Context: an optimization exercise on an open-source flow, tuned for small area, a short achievable clock period and few clock cycles. The choices shown serve that exercise and are no tape-out recipe. The RTL was checked by simulation tests, not by an equivalence proof against the original design.

File: design/flow/flow/run.sh
#!/bin/bash
# Layout flow: the standard flow, except that synthesis
#  - maps the logic with an area-oriented ABC script (flow/abc_area.script)
#    instead of ORFS's delay-oriented one, and
#  - extracts only full adders (extract_fa -fa); half adders are left to ABC;
# everything else in synthesis (registers included) is unchanged; and the
# port buffers are buf_1 cells.  Each step's full output goes to its own log
# file in this folder.
set -euo pipefail
rm -rf scripts
mkdir scripts
cp -r "$FLOW_HOME/scripts/." scripts/
cp flow/abc_area.script scripts/abc_speed.script
sed -i 's/extract_fa {\*}\[dont_use_extract_fa_args\]/extract_fa -fa/' scripts/synth.tcl
grep -q '^ *extract_fa -fa$' scripts/synth.tcl
bash standard.sh SCRIPTS_DIR="$PWD/scripts" synth > synth.log 2>&1
bash standard.sh "BUFFER_PORTS_ARGS=-buffer_cell sky130_fd_sc_hd__buf_1" finish > layout.log 2>&1
File: design/flow/flow/abc_area.script
&get -n
&st
&dch
&nf -a
&put
buffer -c
topo
stime -c
upsize -c
dnsize -c
&get -n
&st
&dch
&nf -a
&put
buffer -c
topo
stime -c
upsize -c
dnsize -c
File: design/flow/standard.sh
#!/bin/bash
# synth_recipe.tcl (not shown) runs the flow's synth.tcl, then flattens the netlist and writes it again
# the make line also repeats each setting of config.mk as NAME=value (left out here)
make -C /OpenROAD-flow-scripts/flow DESIGN_CONFIG=/design/flow/config.mk WORK_HOME=/design/flow/orfs CLKGATE_MAP_FILE= SYNTH_SCRIPT=/design/flow/synth_recipe.tcl "${@:-finish}"
File: design/flow/config.mk
export PLATFORM = sky130hd
export DESIGN_NAME = HLSM34
export DESIGN_NICKNAME = HLSM34
export VERILOG_FILES = /design/flow/design.v
export SDC_FILE = /design/flow/constraint.sdc
export NUM_CORES = 8
export LEC_CHECK = 0
export CAP_MARGIN = 20
export CORE_MARGIN = 2
export CORE_UTILIZATION = 60
export CTS_CLUSTER_DIAMETER = 100
export CTS_CLUSTER_SIZE = 30
export SETUP_SLACK_MARGIN = 5
export SLEW_MARGIN = 20
export SYNTH_HIERARCHICAL = 1
export SYNTH_MINIMUM_KEEP_SIZE = 0
File: design/flow/constraint.sdc
create_clock -name core_clock -period 300.0 [get_ports {Clk}]
set_input_delay 60.0000 -clock core_clock [delete_from_list [all_inputs] [get_ports {Clk}]]
set_output_delay 60.0000 -clock core_clock [all_outputs]
set_load 0.01 [all_outputs]
File: design/flow/design.v
`timescale 1ns / 1ns
module HLSM34 (Clk, Rst, Start, Done, a, b, c, d, zero, z);
	input Clk, Rst, Start;
	output reg Done;
	input [63:0] a;
	input [63:0] b;
	input [63:0] c;
	input [63:0] d;
	input [63:0] zero;
	output [63:0] z;
	localparam M  = 8;               
	localparam QW = 64 + 2*M;        
	localparam CW = 3;  
	localparam SW = 4;     
	reg          busy;               
	reg          ph;                 
	reg          first;              
	reg          okr;                
	reg [CW-1:0] cnt;                
	reg [SW-1:0] shr;                
	reg [67:0]   ws, wc;             
	reg [63:0]   B;                  
	reg [QW-1:0] Q;                  
	assign z = Q[63:0];
	reg [63:0] Bn;
	reg [5:0]  s;
	integer l;
	always @(*) begin
		Bn = B;
		for (l = 5; l >= 0; l = l - 1) begin
			s[l] = ~|(Bn >> (64 - (1 << l)));
			if (s[l]) Bn = Bn << (1 << l);
		end
	end
	wire [6:0]    nmin = ({1'b0, s} + 7'd3) >> 1;                 
	wire [CW-1:0] cf   = (nmin + M - 1) / M;               
	wire [7:0]    shf  = 2 * M * cf - 2 - s;
	wire [CW-1:0] cur  = first ? cf - 1'b1 : cnt;
	wire [SW-1:0] shc  = first ? shf[SW-1:0] : shr;
	wire          last = (cur == 0);
	reg lt2;
	integer k;
	always @(*) begin
		lt2 = 1'b0;
		for (k = 1; k <= 64; k = k + 1)
			lt2 = (B[k-1] & wc[k]) | (B[k-1] & lt2) | (wc[k] & lt2);
	end
	wire okc = lt2;
	reg [7:0] tzm;                           
	integer kz;
	always @(*) begin
		tzm[0] = ~B[0];
		for (kz = 1; kz < 8; kz = kz + 1) tzm[kz] = tzm[kz-1] & ~B[kz];
	end
	wire tzok = ~|((ws[8:1] ^ ~wc[8:1]) & tzm);
	wire ok  = first ? okc : okr;
	wire [69:0] D1 = {3'b000, Bn, 3'b000};    
	wire [69:0] D2 = {2'b00, Bn, 4'b0000};    
	wire [2:0]  dh = Bn[62:60];
	wire [67:0] rs [0:M];
	wire [67:0] rc [0:M];
	wire [2*M-1:0] P, N;
	assign rs[0] = ws;
	assign rc[0] = wc;
	genvar i;
	generate
		for (i = 0; i < M; i = i + 1) begin : stage
			wire [69:0] ys = {rs[i], 2'b00};
			wire [69:0] yc = {rc[i], 2'b00};
			wire signed [6:0] est = ys[69:63] + yc[69:63];
			reg signed [6:0] m2, mn1;
			always @(*) begin
				case (dh)
					3'd0: begin m2 = 12; mn1 = -13; end
					3'd1: begin m2 = 14; mn1 = -15; end
					3'd2: begin m2 = 15; mn1 = -16; end
					3'd3: begin m2 = 16; mn1 = -17; end
					3'd4: begin m2 = 18; mn1 = -19; end
					3'd5: begin m2 = 20; mn1 = -20; end
					3'd6: begin m2 = 20; mn1 = -21; end
					default: begin m2 = 22; mn1 = -23; end
				endcase
			end
			wire g2  = est >= m2;
			wire g1  = dh[2] ? (est >= 6) : (est >= 4);
			wire g0  = dh[2] ? (est >= -8) : (est >= -5);
			wire gn1 = est >= mn1;
			wire pos = g1;                   
			wire neg = ~g0;                  
			wire two = g2 | ~gn1;            
			wire one = (g1 & ~g2) | (gn1 & ~g0);
			wire [69:0] mq = ({70{one}} & D1) | ({70{two}} & D2);
			wire [69:0] t  = mq ^ {70{pos}};
			wire [67:0] sm, cr;
			csa68 u_csa (.x(ys[67:0]), .y(yc[67:0]), .t(t[67:0]), .s(sm), .c(cr));
			assign rs[i+1] = sm;
			assign rc[i+1] = {cr[66:0], pos};
			assign P[2*(M-1-i) +: 2] = {pos & two, pos & one};
			assign N[2*(M-1-i) +: 2] = {neg & two, neg & one};
		end
	endgenerate
	wire [67:0] fs = rs[M];
	wire [67:0] fc = rc[M];
	wire [67:0] fg = fs & fc;
	wire [67:0] fp = fs | fc;
	wire [67:0] fx = fs ^ fc;
	reg  [66:0] G, Pp, Gn, Pn;
	integer lv, jj;
	always @(*) begin
		G = fg[66:0]; Pp = fp[66:0];
		for (lv = 0; lv < 7; lv = lv + 1) begin
			Gn = G; Pn = Pp;
			for (jj = 0; jj < 67; jj = jj + 1)
				if (jj >= (1 << lv)) begin
					Gn[jj] = G[jj] | (Pp[jj] & G[jj - (1 << lv)]);
					Pn[jj] = Pp[jj] & Pp[jj - (1 << lv)];
				end
			G = Gn; Pp = Pn;
		end
	end
	wire        wneg  = fx[67] ^ G[66];
	wire        wzero = ~|(fx ^ {fp[66:0], 1'b0});
	wire          corr = last & wneg;
	wire [M-1:0] dnz, dng;                   
	genvar di;
	generate
		for (di = 0; di < M; di = di + 1) begin : dig
			assign dnz[di] = |P[2*(M-1-di) +: 2] | |N[2*(M-1-di) +: 2];
			assign dng[di] = |N[2*(M-1-di) +: 2];
		end
	endgenerate
	reg [M:0]     bw;                        
	reg [M-1:0]   hv, hs;                    
	reg [2*M-1:0] V;
	integer kk;
	always @(*) begin
		hv[M-1] = 1'b0; hs[M-1] = 1'b0;
		hv[M-2] = 1'b0; hs[M-2] = 1'b0;
		for (kk = M - 3; kk >= 0; kk = kk - 1) begin
			hv[kk] = hv[kk+1] | dnz[kk+1];
			hs[kk] = dnz[kk+1] ? dng[kk+1] : hs[kk+1];
		end
		bw[M]   = corr;
		bw[M-1] = corr;
		bw[M-2] = dnz[M-1] ? dng[M-1] : corr;
		for (kk = M - 3; kk >= 0; kk = kk - 1)
			bw[kk] = hv[kk] ? hs[kk] : bw[M-2];
		for (kk = 0; kk < M; kk = kk + 1)
			V[2*(M-1-kk) +: 2] = P[2*(M-1-kk) +: 2] - N[2*(M-1-kk) +: 2] - bw[kk];
	end
	wire vneg = dnz[0] ? dng[0] : bw[0];
	localparam HW = QW - 2*M;
	wire [HW-1:0] Qb = Q[HW-1:0] & {HW{~first}};
	reg  [HW:0]   az;                        
	integer jz;
	always @(*) begin
		az[0] = 1'b1;
		for (jz = 0; jz < HW; jz = jz + 1)
			az[jz+1] = az[jz] & ~Qb[jz];
	end
	wire [HW-1:0] Qh = Qb ^ ({HW{vneg}} & az[HW-1:0]);
	wire [QW-1:0] Qn = {Qh, V};
	wire [SW-1:0] sa = last ? shc : {SW{1'b0}};
	wire [QW-1:0] Qr = Qn >> sa;
	wire [QW-1:0] Qs = {Qn[QW-1:64], Qr[63:0]};
	wire [2*M-1:0] lowmask = ~({2*M{1'b1}} << shc);
	wire          lowz = ~|(V & lowmask);
	wire          eq  = wzero & lowz & ok & ~Qh[HW-1];    
	wire skip = first & ~ph & ~(okc & tzok);  
	wire tocd = ~ph & (skip | (last & ~eq));
	wire early = (|zero[63:60]) & ~(|b[63:60]);
	wire [7:0] ldg;
	genvar gi;
	generate
		for (gi = 0; gi < 8; gi = gi + 1) begin : ldsel
			ld_sel u_ld (.zhi(zero[63:60]), .bhi(b[63:60]), .busy(busy), .tocd(tocd), .ldcd(ldg[gi]));
		end
	endgenerate
	wire [67:0] ldw;                         
	wire [63:0] ldb;
	generate
		for (gi = 0; gi < 68; gi = gi + 1) begin : ldw_b
			assign ldw[gi] = ldg[gi / 17];
		end
		for (gi = 0; gi < 64; gi = gi + 1) begin : ldb_b
			assign ldb[gi] = ldg[4 + gi / 16];
		end
	endgenerate
	wire [67:0] ws_n = busy ? rs[M] : {3'b000, a, 1'b1};
	wire [67:0] wc_n = busy ? rc[M] : {3'b111, ~zero, 1'b1};
	wire [63:0] B_n  = busy ? Bn : b;
	always @(posedge Clk) begin
		Q <= Qs;
		ws <= (ldw & {3'b000, c, 1'b0}) | (~ldw & ws_n);
		wc <= ~ldw & wc_n;
		B  <= (ldb & d) | (~ldb & B_n);
		first <= !busy || tocd;
		cnt   <= cur - 1'b1;
		shr   <= shc;
		okr   <= ok;
	end
	always @(posedge Clk) begin
		if (Rst) begin
			busy <= 0; ph <= 0; Done <= 0;
		end else begin
			Done <= 0;
			if (!busy) begin
				if (Start) begin busy <= 1; ph <= early; end
			end else if (tocd) begin
				ph <= 1;
			end else if (last) begin
				busy <= 0; Done <= 1;
			end
		end
	end
endmodule
module csa68 (x, y, t, s, c);
	input  [67:0] x, y, t;
	output [67:0] s, c;
	assign s = x ^ y ^ t;
	assign c = (x & y) | (x & t) | (y & t);
endmodule
module ld_sel (zhi, bhi, busy, tocd, ldcd);
	input  [3:0] zhi, bhi;
	input        busy, tocd;
	output       ldcd;
	assign ldcd = busy ? tocd : ((|zhi) & ~(|bhi));
endmodule
==> flow_summary.yaml, run 1 <==
sta:
  finalCritPeriodShare_pct: 20.42
  hold_viol_final: 0
  fin_crit_ps: 61250
  setup_viol: 0
  fin_skew_ps: 40.26
  rsz0062_at_grt: "no"
  fmax_mhz: 16.33
  slew_headroom_pct: 20.24
  worstMarginPinSlew_ps: 1194
  setup_tns_ps: 0
  drv_slew: 0
  whs_ps: 481.2
layout:
  final_nets: 6309
  drive_gt1_share_pct: 5.770
  area_growth_pct: 7.686
placed_design:
  gp_congestion: 1.049
  io_buffer_count: 387
  hpwl_um: 130200
die:
  dieArea_um2: 74340
  rows: 98
  core_um2: 71490
  start_util_pct: 60.57
  ioPinCount: 388
  die_h_um: 272.6
  die_width_um: 272.6
job:
  max-cap-violations: 0
worst_setup_path:
  worstPathArrival_ps: 61710
  crit_path_start_kind: "primary input"
  crit_type: "primary input to flop"
  cp_max_fo: 50
  critical_path_required_ps: 300460
  ff2ff_path_depth: 169
  cp-end-kind: "flop"
global_route:
  grt_use_total_pct: 45.02
  grt_pass1_vias: 41160
  grt_antenna_before_repair: 11
  grt_pass1_wl_um: 256300
  grt_max_degree: 95
  grt-ovfl-total: 0
clock_network:
  ctsHtreeMaxLevel: 1
  clock-root-buffer: "clkbuf_16"
  clk-insertion-delay-late_ps: 640
  cts_tree: "done"
  hold_buffers: 0
  cts_made_buffers: 22
  clkSlewWorstSetupHoldPaths_ps: 80
  cts_buffer_depth: 3
  postCtsSetupRepairBufs: 0
  cts-resized-gates: 0
  cts.sinks: 276
hold_path:
  hp-class: "flop to flop"
  hold_depth: 1
synth:
  avgSynthCellArea_um2: 8.196
  ys_types: 96
  synth_edf_count: 0
  synth_seq_area_share_pct: 12.76
  synth_cells: 5283
  yosysWarnings: 7
  synth_ff_type: "dfxtp_1"
  synth_async_sr_flop_share_pct: 0
  synth-seq-cells: 276
  syn_area_um2: 43300
detailed_routing:
  routed_via_density: 6.814
  drc: 0
  drt_wl_total_um: 170400
  wire_per_inst_um: 26.63
  antenna_left: 0
  drt_first_pass_iters: 9
  routed-via-count: 43610
  drt_iter0_drc: 5716
outcome:
  outcome: "complete, no violations"
per-module statistics from Yosys (local to each module, per instance):
module / flip-flops and latches / times used
HLSM34: 276 / 1
ld_sel: 0 / 8
csa68: 0 / 8
flip-flops by register name (all words and copies together), names as in the netlist:
name   count
B         64
Done       1
Q         64
busy       1
cnt        3
first      1
okr        1
ph         1
shr        4
wc        68
ws        68
cells in the final DEF, fill, tap and decap left out, types with 18 or more instances in the layout:
master / Yosys / routed
conb_1: 1 / 32
nor2_1: 435 / 427
a21oi_1: 318 / 311
nand3_1: 59 / 59
o22ai_1: 555 / 555
dfxtp_1: 276 / 274
buf_4: 9 / 130
and2_1: 30 / 28
mux2i_1: 254 / 254
fa_1: 560 / 560
nor3_1: 31 / 31
a31oi_1: 54 / 51
or2_2: 31 / 31
a22oi_1: 34 / 34
nand4_1: 18 / 18
buf_1: 70 / 387
a211oi_1: 62 / 62
inv_1: 30 / 26
o22a_1: 18 / 18
o21ai_0: 425 / 425
mux2_2: 21 / 21
nor4_1: 27 / 27
xnor2_1: 421 / 421
clkbuf_16: 0 / 22
xor2_1: 259 / 259
o21ai_1: 24 / 23
nand2_1: 622 / 617
nor2b_1: 46 / 42
routing by layer:
layer	wire, µm	GRT usage [%]
met1	67410	62.63
met2	71550	65.46
met4	9414	20.24
met5	67	0
met3	21990	12.17
through the flow:
stage | setup WS, ps | cells | utilization, % | area (µm²)
after floorplan | 238510 | 5314 | - | 43420
after global placement | 237930 | 6347 | 63.92 | 45700
after detailed placement | 237820 | 6348 | 63.95 | 45720
after CTS | 238450 | 6388 | 65.08 | 46520
after global routing | 238660 | 6398 | 65.23 | 46630
final | 238750 | 6399 | 65.23 | 46630
final timing paths:
kind                   from              to  slack, ps
max                   b[61]   ws[2]$_DFF_P_     238750
min          cnt[0]$_DFF_P_  cnt[0]$_DFF_P_        480
max reg2reg   B[36]$_DFF_P_   ws[2]$_DFF_P_     247840
min reg2reg  cnt[0]$_DFF_P_  cnt[0]$_DFF_P_        480
cells by family after synthesis:
kind of cell | count (synthesis) | share of synthesized area (%)
AO/OA/AOI/OAI | 1640 | 22.90
multiplexers | 276 | 6.470
buffers and inverters | 467 | 4.175
adder cells (fa/ha/maj) | 569 | 26.10
flip-flops | 276 | 12.76
AND/OR/NAND/NOR | 1374 | 13.84
XOR/XNOR | 680 | 13.75
other | 1 | 0.008660
cell usage after synthesis (all sizes together), types with 10 or more instances:
master / count / area share, %
o22a: 18 / 0.36
nand2b: 13 / 0.19
a22oi: 34 / 0.59
a211oi: 62 / 1.1
nand3: 63 / 0.77
clkbuf: 344 / 3.0
or4: 12 / 0.22
a21o: 16 / 0.28
and2: 30 / 0.43
or2: 31 / 0.45
dfxtp: 276 / 13
o22ai: 555 / 8.0
nor2b: 46 / 0.66
a222oi: 17 / 0.39
o21ai: 450 / 5.2
nand2: 622 / 5.4
mux2: 21 / 0.55
xor2: 259 / 5.2
a31oi: 54 / 0.78
nor4: 31 / 0.53
fa: 560 / 26
nor3: 32 / 0.40
inv: 31 / 0.27
xnor2: 421 / 8.5
o31ai: 21 / 0.50
mux2i: 255 / 5.9
and3: 13 / 0.20
buf: 91 / 0.92
nand4: 19 / 0.29
or3: 10 / 0.14
o211ai: 11 / 0.20
a21oi: 321 / 3.7
nor2: 439 / 3.8
worst max-delay path, stage by stage:
cell	delay (ps)
buf_1	180
or4_1	600
o31ai_4	180
buf_4	490
o21ai_0	220
area by class of cell:
type	instances	area, µm²
Multi-Input combinational cell	4571	36410
Antenna cell	7	17.52
Tap cell	950	1189
Inverter	32	125.1
Fill cell	6487	24860
Sequential cell	276	5530
Clock buffer	23	554.3
Timing Repair Buffer	523	2551
Clock inverter	17	252.7
Testbench counts, summed over its fixed seeds: cycles 33,977.
==> run 2: changes to the inputs <==
==> design/flow/flow/abc_area.script (replaced) <==
&get -n
&st
&dch
&nf -a
&put
buffer -c
topo
dnsize -c
&get -n
&st
&dch
&nf -a
&put
buffer -c
topo
dnsize -c
==> design/flow/config.mk (replaced) <==
export PLATFORM = sky130hd
export DESIGN_NAME = HLSM34
export DESIGN_NICKNAME = HLSM34
export VERILOG_FILES = /design/flow/design.v
export SDC_FILE = /design/flow/constraint.sdc
export NUM_CORES = 8
export LEC_CHECK = 0
export CAP_MARGIN = 10
export CORE_MARGIN = 2
export CORE_UTILIZATION = 60
export CTS_CLUSTER_DIAMETER = 100
export CTS_CLUSTER_SIZE = 24
export SETUP_SLACK_MARGIN = 5
export SLEW_MARGIN = 10
export SYNTH_HIERARCHICAL = 1
export SYNTH_MINIMUM_KEEP_SIZE = 0
==> run 2 against run 1 <==
Net effect:
- core utilization fell by 0.32 points
- critical path depth decreased by 1
- worst setup slack worse by 360 ps
- synthesized cell count did not move
- critical path type unchanged
- wire length up 0.68%
==> flow_summary.yaml, run 2 <==
layout:
  final_nets: 6304
  final_common_cell: "nand2_1"
  final_cell_mix: "nand2_1 (617), fa_1 (560), o22ai_1 (555)"
  finish.instance_area_um2: 46240
  area_growth_pct: 7.580
  drive_gt1_share_pct: 5.043
  top_regs: "wc (68), ws (68)"
  fill_cells: 6467
clock_network:
  cts_buffer_depth: 3
  clock-root-buffer: "clkbuf_16"
  clkSlewWorstSetupHoldPaths_ps: 90
  hold_buffers: 0
  cts-resized-gates: 0
  cts_tree: "done"
  postCtsSetupRepairBufs: 0
  cts_made_buffers: 21
  clk-insertion-delay-late_ps: 600
  ctsHtreeMaxLevel: 1
  cts.sinks: 276
global_route:
  grt_pass1_wl_um: 256800
  grt-ovfl-total: 0
  grt_use_total_pct: 45.61
  grt_max_degree: 166
  grt_antenna_before_repair: 9
  grt_pass1_vias: 40980
worst_setup_path:
  r2r_end: "ws[44]$_DFF_P_"
  critical_path_required_ps: 300420
  crit_path_start_kind: "primary input"
  r2r_setup_slack_ps: 246280
  worstPathArrival_ps: 62030
  cp-end-kind: "flop"
  cp_max_fo: 32
  ff2ff_path_depth: 168
  crit_type: "primary input to flop"
  crit-reg2reg-launch: "B[36]$_DFF_P_"
synth:
  synth_area_leaders: "fa_1 (26%), dfxtp_1 (13%), xnor2_1 (8.6%)"
  synth_top_area_share_pct: 26.08
  syn_area_um2: 42980
  synth_cells: 5283
  ys_types: 71
  post-synth-top-count-cell: "nand2_1"
  avgSynthCellArea_um2: 8.136
  synth_async_sr_flop_share_pct: 0
  synth-seq-cells: 276
  synth_common_cells: "nand2_1 (622), fa_1 (560), o22ai_1 (555)"
  synth_seq_area_share_pct: 12.85
  yosysWarnings: 7
  synth_ff_type: "dfxtp_1"
  synth_edf_count: 0
  synth_top_area_cell: "fa_1"
sta:
  fmax_mhz: 16.23
  slew_headroom_pct: 16.67
  finalCritPeriodShare_pct: 20.54
  rsz0062_at_grt: "no"
  hold_viol_final: 0
  worstMarginPinSlew_ps: 1245
  setup_tns_ps: 0
  setup_slack_ps: 238390
  whs_ps: 494.1
  drv_slew: 0
  fin_skew_ps: 27.17
  fin_crit_ps: 61610
  setup_viol: 0
placed_design:
  hpwl_um: 130800
  io_buffer_count: 387
  gp_congestion: 1.030
  dp_slack_ps: 237860
  postPlaceCellArea_um2: 45520
detailed_routing:
  drc: 0
  drt_first_pass_iters: 6
  routed-via-count: 43440
  drt_wl_total_um: 171600
  wire_per_inst_um: 26.86
  drt_iter0_drc: 5626
  antenna_left: 0
  routed_via_density: 6.799
die:
  rows: 98
  core_um2: 71240
  ioPinCount: 388
  die_width_um: 271.7
  die_h_um: 271.7
  dieArea_um2: 73800
  start_util_pct: 60.34
job:
  max-cap-violations: 0
hold_path:
  hp-class: "flop to flop"
  hp-start: "okr$_DFF_P_"
  min_to: "okr$_DFF_P_"
  hold_depth: 2
outcome:
  outcome: "complete, no violations"
-- run 2: cell types whose count changed after synthesis, sizes merged --
cell    previous run  this run
clkbuf           344       358
buf               91        77
-- run 2: final cells by class --
type	instances	area, µm²	area share [%]
flip-flops and latches	276	5529	11.96
repair buffers	519	2481	5.365
diodes	6	15.01	0.03247
clock inverters	13	166.4	0.3599
inverters	32	125.1	0.2706
well taps	950	1189	2.570
clock buffers	22	539.3	1.166
multi-input cells	4571	36200	78.28
-- run 2: modules after synthesis (local to each module, per instance) --
| module | cells inside | copies in the design | flip-flops and latches | cell area [µm²] |
|---|---|---|---|---|
| HLSM34 | 4707 | 1 | 276 | 31890 |
| csa68 | 68 | 8 | 0 | 1361 |
| ld_sel | 4 | 8 | 0 | 25.02 |
-- run 2: cell families after synthesis --
| kind of cell | count (synthesis) | synth area share, % |
|---|---|---|
| AND/OR/NAND/NOR | 1374 | 13.65 |
| XOR/XNOR | 680 | 13.86 |
| buffers and inverters | 467 | 4.078 |
| adder cells (fa/ha/maj) | 569 | 26.29 |
| flip-flops | 276 | 12.85 |
| other | 1 | 0.008724 |
| multiplexers | 276 | 6.488 |
| AO/OA/AOI/OAI | 1640 | 22.77 |
-- run 2: critical path, stage by stage --
cell and delay, ps:
buf_1 190, or4_1 610, o31ai_4 950, o21ai_0 260
-- run 2: how the worst max path moves through the flow --
stage | start | endpoint
floorplan | b[61] | wc[51]$_DFF_P_
global route | b[61] | B[52]$_DFF_P_
detailed placement | b[61] | B[52]$_DFF_P_
finish | b[61] | B[57]$_DFF_P_
global placement | b[61] | B[50]$_DFF_P_
CTS | b[61] | B[52]$_DFF_P_
-- run 2: metrics by stage --
| stage | util (%) | instances |
|---|---|---|
| after global routing | 64.91 | 6388 |
| after detailed placement | 63.90 | 6348 |
| final | 64.91 | 6389 |
| after global placement | 63.87 | 6347 |
| after floorplan | - | 5314 |
| after CTS | 64.89 | 6383 |
-- run 2: per-layer routing --
| layer | vias to the layer above | part of all wire, % | track usage [%] |
|---|---|---|---|
| met1 | 20980 | 39 | 62.60 |
| li1 | 18960 | - | - |
| met2 | 2964 | 42 | 66.05 |
| met3 | 527 | 13 | 13.02 |
| met4 | 8 | 5.9 | 22.12 |
| met5 | - | 0.065 | 0.7702 |
==> run 3: changes to the inputs <==
==> design/flow/flow/abc_area.script (replaced) <==
&get -n
&st
&dch
&nf -a
&put
topo
dnsize -c
&get -n
&st
&dch
&nf -a
&put
topo
dnsize -c
==> run 3 against run 2 <==
Net effect:
- worst hold slack lost 28 ps
- fmax grew 0.42%
- wire length grew 0.25%
- design area is essentially flat
- flip-flop and latch count is the same
- largest cell class unchanged
- critical path type unchanged
- worst setup slack gained 250 ps
- non-clock buffer count grew 15
==> flow_summary.yaml, run 3 <==
layout:
  multi_input_area_um2: 36200
  stdcell_count: 6341
  final_nets: 6319
  fill_cells: 6003
  finish.instance_area_um2: 46280
  area_growth_pct: 11.91
  drive_gt1_share_pct: 4.259
  final_cell_mix: "nand2_1 (617), fa_1 (560), o22ai_1 (555)"
  fin_util_pct: 67.59
  final_common_cell: "nand2_1"
  top_regs: "wc (68), ws (68)"
  seqCellArea_um2: 5529
sta:
  drv_slew: 0
  setup_slack_ps: 238650
  finalCritPeriodShare_pct: 20.45
  fin_skew_ps: 29.76
  fmax_mhz: 16.30
  fin_crit_ps: 61350
  setup_viol: 0
  slew_headroom_pct: 19.30
  hold_viol_final: 0
  setup_tns_ps: 0
  worstMarginPinSlew_ps: 1210
  rsz0062_at_grt: "no"
synth:
  synth_cells: 4848
  synth_edf_count: 0
  synth_async_sr_flop_share_pct: 0
  synth_seq_area_share_pct: 13.36
  synth_area_leaders: "fa_1 (27%), dfxtp_1 (13%), xnor2_1 (8.9%)"
  synth-seq-cells: 276
  ys_types: 66
  avgSynthCellArea_um2: 8.530
  yosysWarnings: 7
  post-synth-top-count-cell: "nand2_1"
  synth_top_area_share_pct: 27.11
  synth_ff_type: "dfxtp_1"
  synth_common_cells: "nand2_1 (622), fa_1 (560), o22ai_1 (555)"
  synth_top_area_cell: "fa_1"
  syn_area_um2: 41350
die:
  dieArea_um2: 71040
  die_width_um: 266.5
  ioPinCount: 388
  rows: 96
  die_h_um: 266.5
  start_util_pct: 60.40
  core_um2: 68470
clock_network:
  cts.sinks: 276
  clkSlewWorstSetupHoldPaths_ps: 100
  postCtsSetupRepairBufs: 0
  cts_made_buffers: 21
  cts_tree: "done"
  clk-insertion-delay-late_ps: 600
  ctsHtreeMaxLevel: 1
  cts-resized-gates: 0
  clock-root-buffer: "clkbuf_16"
  hold_buffers: 0
  cts_buffer_depth: 3
detailed_routing:
  drc: 0
  routed-via-count: 44210
  antenna_left: 0
  drt_first_pass_iters: 9
  drt_iter0_drc: 6153
  routed_via_density: 6.972
  wire_per_inst_um: 27.13
  drt_wl_total_um: 172000
placed_design:
  hpwl_um: 129900
  gp_congestion: 1.053
  placedCellCount: 6294
  io_buffer_count: 387
  postPlaceCellArea_um2: 45500
  dp_slack_ps: 238070
worst_setup_path:
  worstPathArrival_ps: 61790
  crit-reg2reg-launch: "B[59]$_DFF_P_"
  crit_type: "primary input to flop"
  critical_path_required_ps: 300440
  r2r_end: "B[44]$_DFF_P_"
  cp_max_fo: 51
  crit_path_start_kind: "primary input"
  r2r_setup_slack_ps: 245600
  cp-end-kind: "flop"
  ff2ff_path_depth: 173
global_route:
  grt_max_degree: 96
  grt_use_total_pct: 47.65
  grt_antenna_before_repair: 15
  grt-ovfl-total: 0
  grt_pass1_vias: 41580
  grt_pass1_wl_um: 256500
outcome:
  outcome: "complete, no violations"
hold_path:
  hp-start: "okr$_DFF_P_"
  min_to: "okr$_DFF_P_"
  hold_depth: 2
  hp-class: "flop to flop"
job:
  max-cap-violations: 0
## run 3: worst max-delay path by stage
stage             startpoint        endpoint  slack [ps]  cells past startpoint
2_1_floorplan  B[36]$_DFF_P_  wc[17]$_DFF_P_      223240                    146
3_3_place_gp           b[61]  ws[38]$_DFF_P_      238150                      5
3_5_place_dp           b[61]  ws[34]$_DFF_P_      238070                      5
4_1_cts                b[61]  ws[40]$_DFF_P_      238690                      5
5_1_grt                b[61]  ws[38]$_DFF_P_      238570                      5
6_report               b[61]  ws[50]$_DFF_P_      238650                      5
## run 3: worst max-delay path: stages
cell and delay (ps):
buf_1 190, or4_1 620, o31ai_4 200, buf_4 490
o21ai_0 200
## run 3: final cells by class
type	count	share of cell area (%)
Clock buffer	21	1.136
Sequential cell	276	11.95
Antenna cell	12	0.06489
Clock inverter	13	0.4245
Multi-Input combinational cell	4571	78.22
Tap cell	882	2.385
Inverter	32	0.2704
Timing Repair Buffer	534	5.551
## run 3: Yosys stat by module (local to each module, per instance)
module,cells,cell area [µm²]
csa68,68,1361
HLSM34,4272,30260
ld_sel,4,25.02
## run 3: logic make-up (layout without fill, tap and decap cells)
kind of cell | after synthesis | in the layout | synth area share (%)
compound gates | 1640 | 1640 | 23.67
other cells | 1 | 44 | 0.009068
fa+ha+maj | 569 | 569 | 27.33
buf+inv | 32 | 600 | 0.2905
simple gates | 1374 | 1374 | 14.19
mux | 276 | 276 | 6.744
flops | 276 | 276 | 13.36
xor+xnor | 680 | 680 | 14.40
## run 3: metrics by stage
stage,hold slack (ps)
2_1_floorplan,426.7
3_3_place_gp,443.6
3_5_place_dp,447.2
4_1_cts,468.4
5_1_grt,508.4
6_report,465.9
## run 3: per-layer routing
layer	track usage (%)	vias up	wire (µm)	part of all wire, %
met5	0	-	17	0.0099
met4	28.12	4	12240	7.1
met3	12.77	659	22290	13
met2	70.40	3314	73250	43
met1	62.78	21230	64220	37
li1	-	19000	-	-
==> run 4: changes to the inputs <==
==> design/flow/flow/abc_area.script (replaced) <==
&get -n
&st
&dch
&nf -a
&put
buffer -c
topo
stime -c
upsize -c
dnsize -c
&get -n
&st
&dch
&nf -a
&put
buffer -c
topo
stime -c
upsize -c
dnsize -c
&get -n
&st
&dch
&nf -a
&put
buffer -c
topo
stime -c
upsize -c
dnsize -c
==> run 4 against run 3 <==
Net effect:
- fmax about the same
- first-iteration DRC count down 13%
- critical path depth grew 1
- clock-buffer cell count shrank 1
- worst hold slack gained 25 ps
- register-to-register slack gained 2900 ps
- wire length grew 0.55%
- synthesized area increased by 4.1%
- flip-flop and latch count is the same
- core utilization decreased by 2.9 points
- clock skew decreased by 1.8 ps
==> flow_summary.yaml, run 4 <==
global_route:
  grt-ovfl-total: 0
  grt_pass1_vias: 41420
  grt_use_total_pct: 45.88
  grt_max_degree: 107
  grt_pass1_wl_um: 259100
  grt_antenna_before_repair: 4
worst_setup_path:
  crit-reg2reg-launch: "B[36]$_DFF_P_"
  max_stage_delay_ps: 640
  worstPathArrival_ps: 61900
  slowest_stage: "or4_1"
  critical_path_required_ps: 300500
  cp-startpoint: "b[61]"
  cp-end-kind: "flop"
  crit_type: "primary input to flop"
  crit_path_start_kind: "primary input"
  worstPathCellList: "buf_1 > or4_1 > o31ai_4 > buf_4 > a21oi_1 > o21a_1"
  cp_max_fo: 50
synth:
  synth_ff_type: "dfxtp_1"
  ys_types: 97
  synth_common_cells: "nand2_1 (629), fa_1 (560), o22ai_1 (550)"
  synth_seq_area_share_pct: 12.84
  synth-seq-cells: 276
  synth_cells: 5271
  yosysWarnings: 7
  synth_async_sr_flop_share_pct: 0
  synth_top_area_share_pct: 26.05
  syn_area_um2: 43040
  synth_top_area_cell: "fa_1"
  synth_edf_count: 0
  synth_area_leaders: "fa_1 (26%), dfxtp_1 (13%), xnor2_1 (10%)"
  post-synth-top-count-cell: "nand2_1"
  avgSynthCellArea_um2: 8.164
detailed_routing:
  routed-via-count: 43740
  drt_iter0_drc: 5340
  drt_wl_total_um: 173000
  drc: 0
  routed_via_density: 6.867
  wire_per_inst_um: 27.16
  antenna_left: 0
  drt_first_pass_iters: 9
sta:
  setup_tns_ps: 0
  hold_viol_final: 0
  rsz0062_at_grt: "no"
  fin_crit_ps: 61400
  worstMarginPinSlew_ps: 1292
  whs_ps: 491.0
  slew_headroom_pct: 13.27
  setup_viol: 0
  fin_skew_ps: 27.94
  fmax_mhz: 16.29
  drv_slew: 0
  finalCritPeriodShare_pct: 20.47
clock_network:
  cts_made_buffers: 19
  hold_buffers: 0
  clkSlewWorstSetupHoldPaths_ps: 90
  cts-resized-gates: 0
  cts.sinks: 276
  postCtsSetupRepairBufs: 0
  clk-insertion-delay-late_ps: 600
  ctsHtreeMaxLevel: 1
  cts_tree: "done"
  clock-root-buffer: "clkbuf_16"
  cts_buffer_depth: 3
layout:
  final_common_cell: "nand2_1"
  final_nets: 6288
  stdcell_count: 6369
  final_cell_mix: "nand2_1 (625), fa_1 (560), o22ai_1 (550)"
  drive_gt1_share_pct: 5.189
  top_regs: "wc (68), ws (68)"
  area_growth_pct: 7.062
  fill_cells: 6402
  fin_util_pct: 64.67
placed_design:
  placedCellCount: 6334
  gp_congestion: 1.043
  hpwl_um: 132900
  io_buffer_count: 387
hold_path:
  hp-start: "okr$_DFF_P_"
  hp-class: "flop to flop"
die:
  rows: 98
  dieArea_um2: 73880
  die_width_um: 271.8
  start_util_pct: 60.41
  core_um2: 71240
  die_h_um: 271.8
  ioPinCount: 388
outcome:
  outcome: "complete, no violations"
job:
  max-cap-violations: 0
[run 4: cell types whose count changed in the layout (fill, tap and decap cells not counted), moves of 30 or more]
| cell | before | now |
|---|---|---|
| mux2i_1 | 255 | 223 |
| o21a_1 | 7 | 66 |
| a21oi_1 | 315 | 364 |
| nor2_1 | 430 | 348 |
| a211oi_1 | 62 | 7 |
| xnor2_1 | 421 | 489 |
| or2_0 | 31 | 1 |
| xor2_1 | 259 | 180 |
| or2_2 | 0 | 30 |
[run 4: through the flow]
step | instance area [µm²] | setup WS (ps)
after floorplan | 43150 | 238510
after global placement | 45440 | 238120
after detailed placement | 45440 | 238050
after CTS | 46060 | 238670
after global routing | 46060 | 238520
final | 46070 | 238600
[run 4: Yosys stat by module (local to each module, per instance)]
module | times used | flip-flops and latches
ld_sel | 8 | 0
HLSM34 | 1 | 276
csa68 | 8 | 0
[run 4: path summary, 6_finish.rpt]
kind                     to  slack (ps)  depth (start not counted)
max reg2reg  wc[11]$_DFF_P_      248530                        177
max          wc[11]$_DFF_P_      238600                          6
min reg2reg     okr$_DFF_P_         490                          2
min             okr$_DFF_P_         490                          2
[run 4: worst max-delay path, delay by kind of cell]
| family | cells | cell delay [ps] |
|---|---|---|
| buffers and inverters | 2 | 730 |
| AND/OR/NAND/NOR | 1 | 640 |
| AO/OA/AOI/OAI | 3 | 480 |
[run 4: area by class of cell]
cell class,instances,area (µm²),area share (%)
clock buffer,20,479.2,1.040
timing repair buffer,522,2466,5.352
multi-input combinational,4552,36130,78.41
clock inverter,11,141.4,0.3069
tap,950,1189,2.580
inverter,34,133.9,0.2906
antenna,4,10.01,0.02172
sequential,276,5529,12.00
[run 4: cell families after synthesis]
family | Yosys count | share of synthesized area [%]
AOI/OAI and AO/OA | 1781 | 24.88
xor gates and xnor gates | 669 | 13.62
adders and majority gates | 563 | 26.12
buffers and inverters | 474 | 4.201
DFF | 276 | 12.84
muxes | 232 | 5.422
other | 1 | 0.008714
and+or+nand+nor | 1275 | 12.91
[run 4: per-layer routing]
layer | vias up | part of all wire (%) | track usage [%]
li1 | 18960 | - | -
met1 | 21170 | 39 | 62.02
met2 | 3086 | 42 | 67.84
met3 | 525 | 13 | 13.59
met4 | 2 | 5.7 | 21.12
met5 | - | 0.0075 | 0
==> run 5: changes to the inputs <==
--- a/design/flow/design.v
+++ b/design/flow/design.v
@@ -91,10 +91,10 @@
 			wire one = (g1 & ~g2) | (gn1 & ~g0);
 			wire [69:0] mq = ({70{one}} & D1) | ({70{two}} & D2);
 			wire [69:0] t  = mq ^ {70{pos}};
-			wire [67:0] sm, cr;
-			csa68 u_csa (.x(ys[67:0]), .y(yc[67:0]), .t(t[67:0]), .s(sm), .c(cr));
-			assign rs[i+1] = sm;
-			assign rc[i+1] = {cr[66:0], pos};
+			wire [67:2] sm, cr;
+			csa66 u_csa (.x(ys[67:2]), .y(yc[67:2]), .t(t[67:2]), .s(sm), .c(cr));
+			assign rs[i+1] = {sm, t[1:0]};
+			assign rc[i+1] = {cr[66:2], 2'b00, pos};
 			assign P[2*(M-1-i) +: 2] = {pos & two, pos & one};
 			assign N[2*(M-1-i) +: 2] = {neg & two, neg & one};
 		end
@@ -214,9 +214,9 @@
 		end
 	end
 endmodule
-module csa68 (x, y, t, s, c);
-	input  [67:0] x, y, t;
-	output [67:0] s, c;
+module csa66 (x, y, t, s, c);
+	input  [65:0] x, y, t;
+	output [65:0] s, c;
 	assign s = x ^ y ^ t;
 	assign c = (x & y) | (x & t) | (y & t);
 endmodule
--- a/design/flow/config.mk
+++ b/design/flow/config.mk
@@ -7,9 +7,10 @@
 export LEC_CHECK = 0
 export CAP_MARGIN = 10
 export CORE_MARGIN = 2
-export CORE_UTILIZATION = 60
+export CORE_UTILIZATION = 70
 export CTS_CLUSTER_DIAMETER = 100
 export CTS_CLUSTER_SIZE = 24
+export PLACE_DENSITY = 0.8
 export SETUP_SLACK_MARGIN = 5
 export SLEW_MARGIN = 10
 export SYNTH_HIERARCHICAL = 1
==> run 5 against run 4 <==
Net effect:
- worst hold slack lost 18 ps
- critical endpoint is now wc[47]$_DFF_P_
- flip-flop and latch count shrank 1
- highest routed layer unchanged
- global-route usage grew 6.8 points
- critical path type unchanged
==> flow_summary.yaml, run 5 <==
detailed_routing:
  antenna_left: 0
  drt-met1-wl_um: 58270
  routed-via-count: 44890
  drt_first_pass_iters: 10
  wire_per_inst_um: 27.46
  drc: 0
  route.met3.wl_um: 27830
  drt_wl_total_um: 169100
  routed_via_density: 7.290
  dr_wl_met2_um: 69170
  drt_iter0_drc: 7819
  maxUsedRoutingLayer: "met5"
layout:
  drive_gt1_share_pct: 5.272
  regMostFlops: "wc"
  largest_reg_flops: 68
  fin_util_pct: 75.38
  area_growth_pct: 6.365
  final_cell_mix: "nand2_1 (585), xnor2_1 (557), o22ai_1 (547)"
  top_regs: "wc (68), ws (67)"
  final_common_cell: "nand2_1"
  final_nets: 6227
placed_design:
  hpwl_um: 126700
  dp_slack_ps: 237720
  gp_congestion: 1.064
  io_buffer_count: 387
worst_setup_path:
  r2r_setup_slack_ps: 247860
  cp-startpoint: "b[61]"
  crit_type: "primary input to flop"
  worstPathArrival_ps: 61940
  r2r_end: "wc[47]$_DFF_P_"
  critical_path_required_ps: 300490
  ff2ff_path_depth: 181
  crit_path_start_kind: "primary input"
  cp-end-kind: "flop"
  cp_max_fo: 51
  crit-reg2reg-launch: "B[35]$_DFF_P_"
  endpoint: "wc[47]$_DFF_P_"
sta:
  setup_slack_ps: 238550
  fin_crit_ps: 61450
  slew_headroom_pct: 15.04
  finalCritPeriodShare_pct: 20.48
  setup_viol: 0
  fmax_mhz: 16.27
  hold_viol_final: 0
  fin_skew_ps: 29.71
  worstMarginPinSlew_ps: 1266
  rsz0062_at_grt: "no"
  setup_tns_ps: 0
  drv_slew: 0
synth:
  ys_types: 95
  synthMuxAreaShare_pct: 5.677
  avgSynthCellArea_um2: 8.143
  synth_top_area_share_pct: 25.46
  synth_edf_count: 0
  synth-seq-cells: 275
  synth_top_family_by_area: "adder cells"
  yosysWarnings: 7
  synth_common_cells: "nand2_1 (590), xnor2_1 (557), o22ai_1 (548)"
  synth_ff_type: "dfxtp_1"
  synth-compound-area-share_pct: 24.75
  synthAdderAreaFrac_pct: 25.48
  synthXorXnorAreaFrac_pct: 13.66
  yosys.area_share.simple_pct: 13.32
  synth_area_leaders: "fa_1 (25%), dfxtp_1 (13%), xnor2_1 (11%)"
  synth_cells: 5253
  synth_async_sr_flop_share_pct: 0
  post-synth-top-count-cell: "nand2_1"
  syn_area_um2: 42780
  synth_seq_area_share_pct: 12.87
  synth_top_area_cell: "fa_1"
clock_network:
  cts_made_buffers: 19
  clock-root-buffer: "clkbuf_16"
  cts.sinks: 275
  ctsHtreeMaxLevel: 1
  cts_buffer_depth: 3
  hold_buffers: 0
  clk-insertion-delay-late_ps: 600
  postCtsSetupRepairBufs: 0
  cts_tree: "done"
  cts-resized-gates: 0
  clkSlewWorstSetupHoldPaths_ps: 100
die:
  ioPinCount: 388
  core_um2: 60360
  die_width_um: 251.2
  dieArea_um2: 63100
  die_h_um: 251.2
  rows: 90
  start_util_pct: 70.87
hold_path:
  hp-class: "flop to flop"
global_route:
  grt_use_total_pct: 52.72
  grt-ovfl-total: 0
  grt_pass1_vias: 43050
  grt_pass1_wl_um: 254900
  grt_antenna_before_repair: 10
  grt_max_degree: 151
outcome:
  outcome: "complete, no violations"
job:
  max-cap-violations: 0
run 5: cell types whose count changed in the layout (fill, tap and decap cells not counted), moves of 11 or more:
cell	before	now
nand2_1	625	585
xnor2_1	489	557
buf_4	135	122
nor2_1	348	419
a21o_1	14	27
a21oi_1	364	320
a31oi_1	51	34
conb_1	32	14
o21a_1	66	44
a22oi_1	40	51
o21ai_1	36	23
fa_1	560	544
xor2_1	180	110
run 5: modules after synthesis, one instance, submodules excluded:
module,flops+latches,times used
HLSM34,275,1
csa66,0,8
ld_sel,0,8
run 5: logic make-up after synthesis:
family / after synthesis
muxes: 241
AOI/OAI and AO/OA: 1735
DFF: 275
and+or+nand+nor: 1316
adders and majority gates: 545
buffers and inverters: 473
xor gates and xnor gates: 667
other: 1
run 5: critical path, cell delays in order:
cell	delay, ps
buf_1	170
or4_1	600
o31ai_4	190
buf_4	540
a21oi_1	180
o21a_1	200
run 5: final cells by class:
type | count | area (µm²)
antenna | 8 | 20.02
clock buffer | 19 | 475.5
clock inverter | 10 | 152.6
fill | 4618 | 14860
inverter | 35 | 133.9
multi-input combinational | 4518 | 35820
sequential | 275 | 5510
tap | 782 | 978.4
timing repair buffer | 511 | 2404
run 5: how the worst min path moves through the flow:
stage / from / endpoint / slack (ps) / cells after the start
floorplan: okr$_DFF_P_ / okr$_DFF_P_ / 430 / 2
global placement: okr$_DFF_P_ / okr$_DFF_P_ / 440 / 2
detailed placement: okr$_DFF_P_ / okr$_DFF_P_ / 450 / 2
CTS: okr$_DFF_P_ / okr$_DFF_P_ / 470 / 2
global route: cnt[0]$_DFF_P_ / cnt[0]$_DFF_P_ / 520 / 1
finish: okr$_DFF_P_ / okr$_DFF_P_ / 470 / 2
run 5: metrics by stage:
stage | instance area, µm² | cells | hold slack (ps)
floorplan | 42820 | 5266 | 426.7
global placement | 44840 | 6120 | 444.2
detailed placement | 44840 | 6120 | 445.4
CTS | 45460 | 6149 | 468.8
global route | 45500 | 6157 | 522.0
finish | 45500 | 6158 | 472.9
run 5: metal layers:
metal	GRT usage [%]	vias up
met5	0	-
met4	33.35	4
met3	20.75	996
met2	75.79	4009
met1	66.25	21010
li1	-	18880
Testbench counts of run 5, summed over its fixed seeds: cycles 33,977.
==> run 6: changes to the inputs <==
--- a/design/flow/config.mk
+++ b/design/flow/config.mk
@@ -7,10 +7,9 @@
 export LEC_CHECK = 0
 export CAP_MARGIN = 10
 export CORE_MARGIN = 2
-export CORE_UTILIZATION = 70
+export CORE_UTILIZATION = 60
 export CTS_CLUSTER_DIAMETER = 100
 export CTS_CLUSTER_SIZE = 24
-export PLACE_DENSITY = 0.8
 export SETUP_SLACK_MARGIN = 5
 export SLEW_MARGIN = 10
 export SYNTH_HIERARCHICAL = 1
==> run 6 against run 5 <==
Net effect:
- worst setup slack improved by 83 ps
- still clean
- final cell count increased by 2.6%
- design area grew 0.75%
- sequential share of layout area fell by 0.090 points
==> flow_summary.yaml, run 6 <==
outcome:
  outcome: "complete, no violations"
clock_network:
  cts-resized-gates: 0
  cts_buffer_depth: 3
  clkSlewWorstSetupHoldPaths_ps: 90
  cts_tree: "done"
  cts.sinks: 275
  hold_buffers: 0
  clk-insertion-delay-late_ps: 590
  postCtsSetupRepairBufs: 0
  ctsHtreeMaxLevel: 1
  cts_made_buffers: 20
  clock-root-buffer: "clkbuf_16"
worst_setup_path:
  ff2ff_path_depth: 178
  r2r_end: "ws[36]$_DFF_P_"
  r2r_setup_slack_ps: 246280
  crit-reg2reg-launch: "B[34]$_DFF_P_"
  critical_path_required_ps: 300420
  cp_max_fo: 51
  cp-end-kind: "flop"
  crit_type: "primary input to flop"
  worstPathArrival_ps: 61790
  crit_path_start_kind: "primary input"
detailed_routing:
  route.met3.wl_um: 21450
  wire_per_inst_um: 26.85
  drt_first_pass_iters: 7
  drc: 0
  drt-met1-wl_um: 65930
  routed_via_density: 6.875
  maxUsedRoutingLayer: "met5"
  drt_wl_total_um: 169700
  routed-via-count: 43450
  antenna_left: 0
  drt_iter0_drc: 5853
  dr_wl_met2_um: 72120
sta:
  finalCritPeriodShare_pct: 20.46
  rsz0062_at_grt: "no"
  fin_skew_ps: 25.69
  fmax_mhz: 16.30
  drv_slew: 0
  worstMarginPinSlew_ps: 1302
  hold_viol_final: 0
  fin_crit_ps: 61370
  slew_headroom_pct: 13.04
  setup_viol: 0
  setup_tns_ps: 0
hold_path:
  hp-class: "flop to flop"
  min_to: "okr$_DFF_P_"
  hold_depth: 2
  hp-start: "okr$_DFF_P_"
layout:
  fill_cells: 6230
  final_common_cell: "nand2_1"
  drive_gt1_share_pct: 5.430
  finish.instance_area_um2: 45840
  area_growth_pct: 7.163
  final_cell_mix: "nand2_1 (585), xnor2_1 (557), o22ai_1 (547)"
  top_regs: "wc (68), ws (67)"
  regMostFlops: "wc"
  largest_reg_flops: 68
  final_nets: 6235
synth:
  post-synth-top-count-cell: "nand2_1"
  synth_top_family_by_area: "adder cells"
  yosysWarnings: 7
  ys_types: 95
  synthAdderAreaFrac_pct: 25.48
  synth_top_area_share_pct: 25.46
  synthMuxAreaShare_pct: 5.677
  synth_cells: 5253
  synth_seq_area_share_pct: 12.87
  avgSynthCellArea_um2: 8.143
  synth_async_sr_flop_share_pct: 0
  yosys.area_share.simple_pct: 13.32
  synth-seq-cells: 275
  synth_top_area_cell: "fa_1"
  synth_ff_type: "dfxtp_1"
  synth_common_cells: "nand2_1 (590), xnor2_1 (557), o22ai_1 (548)"
  synthXorXnorAreaFrac_pct: 13.66
  synth-compound-area-share_pct: 24.75
  synth_edf_count: 0
  syn_area_um2: 42780
  synth_area_leaders: "fa_1 (25%), dfxtp_1 (13%), xnor2_1 (11%)"
die:
  start_util_pct: 60.87
  die_h_um: 271.0
  rows: 97
  dieArea_um2: 73450
  ioPinCount: 388
  core_um2: 70270
  die_width_um: 271.0
placed_design:
  hpwl_um: 130200
  io_buffer_count: 387
  postPlaceCellArea_um2: 45050
  gp_congestion: 1.053
global_route:
  grt_antenna_before_repair: 6
  grt-ovfl-total: 0
  grt_use_total_pct: 45.21
  grt_pass1_vias: 40890
  grt_max_degree: 82
  grt_pass1_wl_um: 255200
job:
  max-cap-violations: 0
[run 6: kinds of logic (layout without fill, tap and decap cells)]
group	count (synthesis)	in the layout
AOI/OAI and AO/OA	1735	1735
and+or+nand+nor	1316	1316
xor gates and xnor gates	667	667
adders and majority gates	545	545
buffers and inverters	473	585
DFF	275	275
muxes	241	241
other	1	16
[run 6: metal layers]
| layer | vias up | track usage (%) |
|---|---|---|
| met3 | 529 | 11.20 |
| met2 | 3047 | 66.44 |
| met5 | - | 0 |
| met1 | 21000 | 61.97 |
| met4 | 6 | 22.55 |
| li1 | 18870 | - |
[run 6: final cells by class]
cell class,instances,area (µm²),share of cell area (%)
tap,940,1176,2.566
sequential,275,5510,12.02
antenna,2,5.005,0.01092
clock inverter,11,195.2,0.4258
inverter,35,133.9,0.2921
multi-input combinational,4518,35820,78.14
timing repair buffer,518,2474,5.396
clock buffer,21,525.5,1.146
[run 6: per-stage QoR]
step                      hold WS [ps]  instances  util (%)  setup slack [ps]
final                            492.4       6320     65.23            238630
after global placement           449.8       6283     64.12            238160
after global routing             510.4       6319     65.23            238560
after CTS                        479.9       6315     65.14            238660
after detailed placement         454.1       6283     64.12            238090
after floorplan                  426.7       5266         -            238510
[run 6: modules after synthesis (local to each module, per instance)]
module / flops+latches / cells / copies in the design / cell area, µm²
ld_sel: 0 / 4 / 8 / 30.03
HLSM34: 275 / 4693 / 1 / 31970
csa66: 0 / 66 / 8 / 1321
[run 6: how the worst max path moves through the flow]
stage                     start              to  slack [ps]  cells past startpoint
after floorplan           b[61]  wc[10]$_DFF_P_      238510                      5
after global placement    b[61]  wc[47]$_DFF_P_      238160                      6
after detailed placement  b[61]  ws[36]$_DFF_P_      238090                      5
after CTS                 b[61]  ws[36]$_DFF_P_      238660                      5
after global routing      b[61]  ws[35]$_DFF_P_      238560                      5
final                     b[61]  ws[36]$_DFF_P_      238630                      5
[run 6: worst max-delay path: stages]
cell and delay (ps):
buf_1 180, or4_1 600, o31ai_4 180, buf_4 500, o21ai_0 240
==> run 7: changes to the inputs <==
--- a/design/flow/config.mk
+++ b/design/flow/config.mk
@@ -10,6 +10,7 @@
 export CORE_UTILIZATION = 60
 export CTS_CLUSTER_DIAMETER = 100
 export CTS_CLUSTER_SIZE = 24
+export PLACE_DENSITY = 0.75
 export SETUP_SLACK_MARGIN = 5
 export SLEW_MARGIN = 10
 export SYNTH_HIERARCHICAL = 1
==> run 7 against run 6 <==
Net effect:
- largest cell class unchanged
- final cell count decreased by 0.17%
- clock-buffer cell count shrank 1
- flip-flop and latch count stayed put
- via count rose by 0.25%
- global-route usage down 0.19 points
- worst setup slack improved by 22 ps
==> flow_summary.yaml, run 7 <==
synth:
  ys_types: 95
  synth_seq_area_share_pct: 12.87
  synth_ff_type: "dfxtp_1"
  avgSynthCellArea_um2: 8.143
  synth_top_area_cell: "fa_1"
  syn_area_um2: 42780
  synth_area_leaders: "fa_1 (25%), dfxtp_1 (13%), xnor2_1 (11%)"
  synth_edf_count: 0
  synth_async_sr_flop_share_pct: 0
  synth-seq-cells: 275
  synth_common_cells: "nand2_1 (590), xnor2_1 (557), o22ai_1 (548)"
  synth_cells: 5253
  synth_top_area_share_pct: 25.46
  post-synth-top-count-cell: "nand2_1"
  yosysWarnings: 7
detailed_routing:
  drt_wl_total_um: 168800
  drc: 0
  routed-via-count: 43560
  drt_first_pass_iters: 7
  routed_via_density: 6.904
  drt_iter0_drc: 5879
  wire_per_inst_um: 26.75
  antenna_left: 0
worst_setup_path:
  crit_family: "simple AND/OR/NAND/NOR gates"
  max_stage_delay_ps: 600
  worstPathCellList: "buf_1 > or4_1 > o31ai_4 > buf_4 > a21oi_1 > o21ai_0 > nand2_1"
  cp.buffers_inverters: 2
  cp-end-kind: "flop"
  slowest_stage: "or4_1"
  cp_max_fo: 48
  worstPathArrival_ps: 61810
  crit_path_start_kind: "primary input"
  critical_path_required_ps: 300460
  crit_type: "primary input to flop"
outcome:
  outcome: "complete, no violations"
global_route:
  grt_max_degree: 141
  grt-ovfl-total: 0
  grt_pass1_wl_um: 253700
  grt_pass1_vias: 40930
  grt_antenna_before_repair: 2
  grt_use_total_pct: 45.01
layout:
  drive_gt1_share_pct: 5.327
  n_antenna_cell: 0
  fin_util_pct: 65.00
  area_growth_pct: 6.780
  top_regs: "wc (68), ws (67)"
  multi_input_area_um2: 35840
  final_cell_mix: "nand2_1 (585), xnor2_1 (557), o22ai_1 (547)"
  regMostFlops: "wc"
  seqCellArea_um2: 5510
  final_nets: 6227
  fill_cells: 6300
  final_common_cell: "nand2_1"
  largest_reg_flops: 68
sta:
  fin_skew_ps: 36.21
  drv_slew: 0
  setup_slack_ps: 238650
  rsz0062_at_grt: "no"
  finalCritPeriodShare_pct: 20.45
  hold_viol_final: 0
  fmax_mhz: 16.30
  slew_headroom_pct: 17.20
  worstMarginPinSlew_ps: 1234
  fin_crit_ps: 61350
  setup_viol: 0
  whs_ps: 480.1
  setup_tns_ps: 0
placed_design:
  io_buffer_count: 387
  dp_slack_ps: 238070
  gp_congestion: 1.042
  hpwl_um: 129500
die:
  die_h_um: 271.0
  ioPinCount: 388
  die_width_um: 271.0
  rows: 97
  start_util_pct: 60.87
  core_um2: 70270
  dieArea_um2: 73450
clock_network:
  clk-insertion-delay-late_ps: 580
  ctsHtreeMaxLevel: 1
  cts_tree: "done"
  cts_made_buffers: 19
  hold_buffers: 0
  cts-resized-gates: 0
  clkSlewWorstSetupHoldPaths_ps: 100
  cts_buffer_depth: 3
  postCtsSetupRepairBufs: 0
  clock-root-buffer: "clkbuf_16"
  cts.sinks: 275
hold_path:
  hp-class: "flop to flop"
job:
  max-cap-violations: 0
[run 7: cell types whose count changed in the layout (fill, tap and decap cells not counted), sizes merged]
cell / change
bufinv: -1
diode: -2
clkbuf: -1
clkinvlp: +1
clkinv: -1
buf: -7
[run 7: logic make-up after synthesis]
kind of cell	Yosys count	synth area share [%]
AOI/OAI and AO/OA	1735	24.75
xor gates and xnor gates	667	13.66
adders and majority gates	545	25.48
buffers and inverters	473	4.230
DFF	275	12.87
muxes	241	5.677
other	1	0.008767
and+or+nand+nor	1316	13.32
[run 7: tightest hold or removal path: cells and delay by family (launching register included)]
kind | cells | cell delay [ps]
DFF | 1 | 320
AOI/OAI and AO/OA | 1 | 80
and+or+nand+nor | 1 | 50
[run 7: path summary, 6_finish.rpt]
check / end / depth (start not counted) / slack, ps / start
max: ws[1]$_DFF_P_ / 7 / 238650 / b[61]
min reg2reg: okr$_DFF_P_ / 2 / 480 / okr$_DFF_P_
min: okr$_DFF_P_ / 2 / 480 / okr$_DFF_P_
max reg2reg: ws[1]$_DFF_P_ / 182 / 248140 / B[35]$_DFF_P_
[run 7: area by class of cell]
| class | count | share of cell area [%] |
|---|---|---|
| sequential | 275 | 12.06 |
| multi-input combinational | 4518 | 78.47 |
| clock buffer | 20 | 1.049 |
| inverter | 35 | 0.2931 |
| timing repair buffer | 511 | 5.246 |
| clock inverter | 10 | 0.3041 |
| tap | 940 | 2.575 |
[run 7: Yosys stat by module, one instance, submodules excluded]
module,times used,area [µm²],flops+latches
HLSM34,1,31970,275
csa66,8,1321,0
ld_sel,8,30.03,0
[run 7: metrics by stage]
| step | std cells | area (µm²) |
|---|---|---|
| after floorplan | 5266 | 42820 |
| after CTS | 6309 | 45680 |
| after global routing | 6309 | 45680 |
| final | 6309 | 45680 |
| after detailed placement | 6279 | 45060 |
| after global placement | 6279 | 45060 |
[run 7: metal layers]
layer / track usage, % / part of all wire, % / vias to the layer above
li1: - / - / 18870
met1: 61.88 / 39 / 21060
met2: 67.82 / 43 / 3160
met3: 11.84 / 14 / 464
met4: 17.24 / 4.6 / 2
met5: 0 / 0.0095 / -

==> separate check: timing with driven ports <==
The results above use ideal ports. As a check the final layouts listed here were re-extracted and re-timed, cells and wires unchanged.
Step 1: set_driving_cell puts a clkbuf_16 on Clk and a buf_2 on each other input, an assumption about the parent block.
Step 2 times the ports against the registers' clock, not the clock port: input delays grow and output delays shrink by t, the midpoint of the rising clock arrivals with the driver on.
Three values: no drivers, after step 1, after step 2; two values: the first two.
run | t (ns) | setup WS [ns] | latest minus earliest clock arrival (ns) | worst register clock-pin slew, ns
run 1 | 0.691 | 238.754 / 238.713 / 238.063 | 0.040 / 0.040 | 0.11 / 0.11
run 2 | 0.652 | 238.392 / 238.378 / 237.726 | 0.027 / 0.028 | 0.10 / 0.10
run 3 | 0.646 | 238.647 / 238.690 / 238.044 | 0.030 / 0.030 | 0.10 / 0.10
run 4 | 0.660 | 238.596 / 238.621 / 237.961 | 0.028 / 0.028 | 0.10 / 0.10
run 5 | 0.646 | 238.549 / 238.594 / 237.948 | 0.029 / 0.030 | 0.10 / 0.10
run 6 | 0.646 | 238.632 / 238.678 / 238.032 | 0.026 / 0.026 | 0.10 / 0.10
run 7 | 0.640 | 238.654 / 238.706 / 238.066 | 0.036 / 0.036 | 0.11 / 0.11
After both steps setup and hold are still met in every run listed. The setup slack of run 1, which loses most, moves by -0.041 ns with the drivers and by -0.691 ns with both steps.
